Source: an optimization exercise on an open RTL-to-GDS flow (aim: small area, a short achievable clock period and few clock cycles). Production flows keep margins and buffers that such runs may drop. At most, simulation tests tie the RTL to the original design; equivalence was not proved. Function not checked in run 2: the RTL went through the layout flow alone. Power and IR drop assume default switching activity.

==> flow/design.v (outline; a module is shown in full before it is edited, if it fits) <==
// module dot_prod: 976 lines
// module dp_fa: 4 lines
// module dp_fx: 4 lines
// module dp_pc: 4 lines
// module dp_gc: 3 lines
// module dp_ha: 4 lines
module dot_prod (
  input wire clk, r_enable,
  input wire[9:0] init_i_t_a,
  input wire signed[63:0] init_acc_t_a,
  output wire[9:0] a_addr,
  input wire signed[26:0] a_rdata,
  output wire[9:0] b_addr,
  input wire signed[26:0] b_rdata,
  output reg w_enable,
  output reg signed[63:0] result
);
  // ...
==> flow/flow/run.sh <==
#!/bin/bash
# Standard ORFS layout, except that the port buffers inserted by buffer_ports are
# sky130_fd_sc_hd__buf_1 instead of the resizer's default pick (a clock delay buffer).
set -euo pipefail
export BUFFER_PORTS_ARGS="-buffer_cell sky130_fd_sc_hd__buf_1"
bash standard.sh > run_standard.log 2>&1
==> flow/standard.sh <==
#!/bin/bash
# synth_recipe.tcl (not shown) runs the flow's synth.tcl, then flattens the netlist and writes it again
# the make line also repeats each setting of config.mk as NAME=value (left out here)
make -C /OpenROAD-flow-scripts/flow DESIGN_CONFIG=/design/flow/config.mk WORK_HOME=/design/flow/orfs CLKGATE_MAP_FILE= SYNTH_SCRIPT=/design/flow/synth_recipe.tcl "${@:-finish}"
==> flow/config.mk <==
export PLATFORM = sky130hd
export DESIGN_NAME = dot_prod
export DESIGN_NICKNAME = dot_prod
export VERILOG_FILES = /design/flow/design.v
export SDC_FILE = /design/flow/constraint.sdc
export NUM_CORES = 4
export LEC_CHECK = 0
export CAP_MARGIN = 20
export CORE_MARGIN = 2
export CORE_UTILIZATION = 70
export CTS_CLUSTER_DIAMETER = 200
export CTS_CLUSTER_SIZE = 20
export SLEW_MARGIN = 60
export SYNTH_HIERARCHICAL = 1
export SYNTH_MINIMUM_KEEP_SIZE = 0
==> flow/constraint.sdc <==
create_clock -name core_clock -period 14.0 [get_ports {clk}]
set_input_delay 2.8000 -clock core_clock [delete_from_list [all_inputs] [get_ports {clk}]]
set_output_delay 2.8000 -clock core_clock [all_outputs]
set_load 0.01 [all_outputs]
==> results.rst, run 1 <==
.. list-table::
   :header-rows: 1

   * - Metric
     - Value
   * - Status
     - finished clean
   * - Initial DRC Count
     - ~2000
   * - Post-placement setup slack
     - 9329 ps
   * - TritonCTS clock tree
     - built
   * - Worst min-delay path endpoint
     - v3
   * - Combinational share of power
     - about three quarters
   * - Max clock buf depth
     - 3
   * - Worst min-delay path class
     - reg -> reg
   * - XOR/XNOR Fraction of Synth Area
     - between 15 and 20%
   * - NonClk Buf Share
     - 5.281%
   * - Height of the die
     - 192.6 um
   * - Vias in the first global route
     - 19350
   * - Launch point of the critical path
     - r_enable
   * - Area of the core
     - between 30000 and 40000 sq um
   * - Path type of the worst setup path
     - in -> reg
   * - Data required time of the critical path
     - ~14000 ps
   * - Port Buffers
     - between 200 and 250
   * - Post-Route Setup TNS
     - 0 ps
   * - Clock Latency Late Sink
     - 530 ps
   * - Flip-flop count of the largest register after layout
     - 64
   * - Async set or reset register ratio after synthesis
     - 0%
   * - Leading post-synthesis cells by instance count
     - 427 x xnor2_1, 358 x fa_1, 338 x a22oi_1
   * - Effective utilization at floorplan
     - a little over two thirds
   * - Tot GR Track Use
     - 37.05%
   * - Final Instance Area
     - around 26000 sq um
   * - Cell-internal power
     - 4.265 mW
   * - Total met3 wirelength after detailed routing
     - 8.803 mm
   * - Cell area reported after detailed placement
     - 25760 sq um
Testbench counts, summed over its fixed seeds: cycles 64,256.
==> run 2: changes to the inputs <==
--- a/flow/design.v
+++ b/flow/design.v
@@ -6,32 +6,35 @@
   output wire[9:0] a_addr,
   input wire signed[26:0] a_rdata,
   output wire[9:0] b_addr,
   input wire signed[26:0] b_rdata,
   output reg w_enable,
   output reg signed[63:0] result
 );
   reg [9:0] k;
-  assign a_addr = k;
-  assign b_addr = k;
+  reg [9:0] kn;     
+  assign a_addr = ~kn;
+  assign b_addr = ~kn;
   wire stop = (k == 10'd1000);
   reg v1, v2, v3;   
   reg q1, q2;       
   always @(posedge clk) begin
     if (r_enable) begin
       k <= init_i_t_a;
+      kn <= ~init_i_t_a;
       v1 <= 1'b0;
       v2 <= 1'b0;
       v3 <= 1'b0;
       q1 <= 1'b0;
       q2 <= 1'b0;
       w_enable <= 1'b0;
     end else begin
       k <= k + {9'd0, ~stop};
+      kn <= ~(k + {9'd0, ~stop});
       v1 <= !stop;
       v2 <= v1;
       v3 <= v2;
       q1 <= stop;
       q2 <= q1;
       w_enable <= q2;
     end
   end
==> flow/config.mk (replaced) <==
export PLATFORM = sky130hd
export DESIGN_NAME = dot_prod
export DESIGN_NICKNAME = dot_prod
export VERILOG_FILES = /design/flow/design.v
export SDC_FILE = /design/flow/constraint.sdc
export NUM_CORES = 4
export LEC_CHECK = 0
export CAP_MARGIN = 20
export CORE_MARGIN = 2
export CORE_UTILIZATION = 60
export CTS_CLUSTER_DIAMETER = 200
export CTS_CLUSTER_SIZE = 24
export SLEW_MARGIN = 60
export SYNTH_HIERARCHICAL = 1
export SYNTH_MINIMUM_KEEP_SIZE = 0
==> run 2 against run 1 <==
Against the previous run:
- setup slack gained 100 ps
- register-to-register slack gained 40 ps
- power shrank 1.5%
- core utilization shrank 10 points
- sequential cell count grew 10
- critical path type is now reg -> out
- largest cell class unchanged
- highest routed layer unchanged
==> results.rst, run 2 <==
.. list-table::
   :header-rows: 1

   * - Metric
     - Value
   * - Async set or reset register ratio after synthesis
     - 0% (unchanged)
   * - Slew headroom
     - around 60%
   * - Number of setup violations in the final report
     - 0
   * - Most frequently used cell type in the post-synthesis netlist
     - xnor2_1
   * - Critical path's top delay family
     - flip-flops
   * - Deepest level of the CTS H-tree
     - 1
   * - Path type of the worst setup path
     - reg -> out
   * - Router iterations before antenna repair
     - 6
   * - Synth top area share
     - between 20% and 30%
   * - Power density over cell area
     - between 200 and 300 nW/um^2
   * - Data required time of the critical path
     - 11200 ps (-2950 ps)
   * - Count of final max-slew check failures
     - 0
   * - Worst-path clk slew
     - 100 ps
   * - Most common cell after layout, fill and taps aside
     - xnor2_1
   * - Number of vias after detailed routing
     - 18500
   * - DIE AREA
     - about 44000 sq um
   * - Startpoint type of the worst setup path
     - flop
   * - Routed Antenna Nets
     - 0
   * - Hold path depth
     - 1
   * - Critical-path top delay cell
     - edfxtp_1
   * - Inserted Diodes
     - 0
   * - Mapped Avg Cell Area
     - roughly 11 sq um
   * - Effective utilization at floorplan
     - 60.36% (-10 points)
   * - LEAKAGE
     - 10.50 nW
   * - Most frequent cells in the layout
     - 427 x xnor2_1, 358 x fa_1, 338 x a22oi_1
   * - Cts repair resizes
     - 0
   * - Post-Syn Instances
     - 2306
   * - Number of clock sinks
     - ~260
   * - Top FF cell, synth
     - dfxtp_1
   * - Post-detailed-route via-to-cell ratio
     - ~6.4
   * - Worst min-delay path endpoint
     - v3
   * - Total grt overflow
     - 0
   * - Status
     - finished clean
   * - Startpoint of the tightest hold check path
     - v2
   * - Highest clock rate
     - 0.2510 GHz
   * - Slew of the pin with the lowest slew margin
     - 603.4 ps
   * - VDD IR-drop max
     - 0.1619 mV
   * - Vias in the first global route
     - 19540 (+0.99%)
   * - Total CTS buffers
     - 14
   * - Worst-case reg-to-reg path depth
     - 9
   * - Unrepaired setup endpoints after global routing
     - false
   * - Launch point of the critical path
     - result[33]
   * - Area growth from synthesis to final layout
     - 5.841%
   * - Worst min-delay path class
     - reg -> reg
   * - Largest regs
     - result x64, c x53, s x53
   * - Worst setup slack for register-to-register paths
     - between 10000 and 15000 ps
   * - Port Buffers
     - 214 (unchanged)
   * - Critical path capture point type
     - output pin
   * - Post-CTS Hold Fix Bufs
     - 0
   * - Origin of the critical flop-to-flop path
     - btwo[12]
   * - RR Endpoint
     - c[29]
   * - Total Nets Final
     - slightly below 3000
   * - Area leader, netlist
     - fa_1
   * - Cell area after synthesis
     - approximately 25000 sq um
   * - Total routed wirelength
     - slightly above 70 mm
   * - Area of the core
     - 41670 sq um (+18%)
   * - Height of the die
     - 208.7 um (+8.4%)
   * - Tot GR Track Use
     - 33.21% (-3.8 points)
   * - Cell Rows
     - 75
   * - Combinational share of power
     - 75.4% (-0.9 points)
   * - Antenna violations before repair
     - 3
   * - Post-Route Setup TNS
     - 0 ps (unchanged)
   * - Max clock buf depth
     - 3 (unchanged)
   * - Final worst clock skew
     - between 40 and 50 ps
   * - Cell-internal power
     - 4.216 mW (-1.1%)
   * - Cell chain of the critical path
     - buf_1
   * - Total nets after synthesis
     - around 2900
   * - TritonCTS clock tree
     - built
   * - Worst-path fanout max
     - 2
   * - Max-cap violation count
     - 0
   * - Final number of hold-violating endpoints
     - 0
   * - Clock root cell
     - clkbuf_16
   * - Total power
     - about 7.8 mW
   * - Clock Latency Late Sink
     - 540 ps (about the same)
   * - Post-CTS setup buffer count
     - 0
   * - Initial DRC Count
     - 2181 (+8.4%)
   * - Buf+Inv Stages, Crit Path
     - 1
   * - Number of flops mapped to enable cells by yosys
     - between 60 and 70
   * - Fraction of the cycle the final worst path needs
     - ~28%
   * - Fraction of final layout cells sized beyond drive strength 1
     - about 4.0%
   * - Wire length of the first global-routing pass
     - between 100 and 150 mm
   * - Part of the power in the clock network
     - 6.0%
   * - Leading post-synthesis cells by instance count
     - 427 x xnor2_1, 358 x fa_1, 338 x a22oi_1
   * - Top Ports
     - around 220
   * - Width of the die
     - between 200 and 250 um
   * - Largest register by flop count
     - result
   * - Delay of the slowest critical-path stage
     - 470 ps
   * - GPL Wtd Cong
     - between 0.8 and 0.9
   * - End-of-flow core utilization
     - between 60% and 70%
   * - Net Sw Frac
     - 45.71%
   * - Flip-flop count of the largest register after layout
     - 64 (unchanged)
   * - Switching power
     - between 3 and 4 mW
   * - Post-DP HPWL
     - 46.67 mm
   * - Arrival time worst endpoint
     - between 1000 and 1500 ps
   * - Layout fillers
     - about 3500
   * - Drc violations
     - 0
   * - Unique cell type count in the Yosys netlist
     - a little over 40
   * - Number of warnings reported in the yosys synthesis log
     - 7
   * - Largest net degree at the start of global routing
     - 96
   * - Routed length per instance
     - between 20 and 25 um
   * - Top cells by area, synth
     - fa_1 28%, dfxtp_1 16%, xnor2_1 15%
   * - Flops & latches, synth
     - ~260
   * - Sequential share of power
     - between 10% and 20%
   * - Share of synthesized area occupied by flip-flops and latches
     - a little under a quarter
   * - Time the final worst path needs with I/O delays and setup
     - 3983 ps
==> run 2: power by group through the flow <==
stage | logic (mW) | clock network [mW] | registers, mW
after global routing | 6.56 | 0.502 | 1.48
after floorplan | 4.24 | 0 | 1.43
after global placement | 5.65 | 0 | 1.46
after CTS | 5.85 | 0.480 | 1.45
after detailed placement | 5.82 | 0 | 1.47
final | 5.85 | 0.465 | 1.45
==> run 2: logic make-up after synthesis <==
| family | after synthesis | synth area share (%) |
|---|---|---|
| DFF | 264 | 23.56 |
| AOI/OAI and AO/OA | 578 | 16.40 |
| other | 1 | 0.01491 |
| and+or+nand+nor | 237 | 4.896 |
| buffers and inverters | 288 | 4.801 |
| muxes | 4 | 0.1692 |
| xor gates and xnor gates | 469 | 16.33 |
| adders and majority gates | 465 | 33.82 |
==> run 2: worst max path at each step <==
| stage | slack, ps | cells after the start | to |
|---|---|---|---|
| 6_report | 10020 | 1 | result[33] |
| 3_5_place_dp | 9470 | 3 | result[22] |
| 5_1_grt | 9940 | 9 | c[29] |
| 2_1_floorplan | 9490 | 3 | result[0] |
| 3_3_place_gp | 9320 | 3 | result[1] |
| 4_1_cts | 10000 | 1 | result[39] |
==> run 2: routing by layer <==
layer / vias to the layer above / GRT usage (%) / share of wire (%)
met2: 1173 / 51.09 / 44
met5: - / 0 / 0.025
met4: 2 / 9.409 / 2.8
li1: 7923 / - / -
met1: 9232 / 47.74 / 42
met3: 168 / 7.093 / 11
==> run 2: per-module statistics from Yosys, one instance, submodules excluded <==
module	flip-flops and latches	area (sq um)	times used	cells
dot_prod	264	15280	1	1640
dp_fa	0	20.02	358	1
dp_pc	0	13.76	75	2
dp_ha	0	12.51	96	1
dp_gc	0	7.507	62	1
==> run 2: cell type report <==
type	count	area [sq um]	area share (%)
multi-input cells	1754	18020	67.69
well taps	539	674.4	2.534
clock buffers	23	405.4	1.523
inverters	48	180.2	0.6769
repair buffers	283	1404	5.274
flip-flops and latches	264	5937	22.31
==> run 2: through the flow <==
stage / setup WS [ps] / area, sq um / instances / hold slack [ps]
2_1_floorplan: 9494 / 25150 / 2306 / 325.8
3_3_place_gp: 9323 / 26110 / 2886 / 418.3
3_5_place_dp: 9474 / 26180 / 2888 / 420.4
4_1_cts: 9995 / 26590 / 2911 / 445.0
5_1_grt: 9943 / 26620 / 2911 / 457.3
6_report: 10020 / 26620 / 2911 / 442.7

-- static timing again, ports no longer ideal --
Ports are ideal in the flow. The routed layouts listed here were re-timed in OpenROAD.
Step 1 assumes that a clkbuf_16 drives the clock port and a buf_2 every other input.
Step 2 times the ports against the registers' clock, not the clock port: input delays grow and output delays shrink by t, the midpoint of the rising clock arrivals with the driver on.
a / b / c = no drivers / after step 1 / after step 2; a / b = the first two.
| run | t, ns | setup WS [ns] | worst hold slack (ns) | latest minus earliest clock arrival (ns) |
|---|---|---|---|---|
| run 1 | 0.567 | 9.915 / 9.942 / 9.376 | 0.453 / 0.453 / 0.453 | 0.032 / 0.033 |
| run 2 | 0.581 | 10.017 / 9.956 / 9.522 | 0.443 / 0.443 / 0.443 | 0.048 / 0.048 |
After both steps setup and hold are still met in every run listed. The setup slack of run 1, which loses most, moves by +0.027 ns with the drivers and by -0.539 ns with both steps.
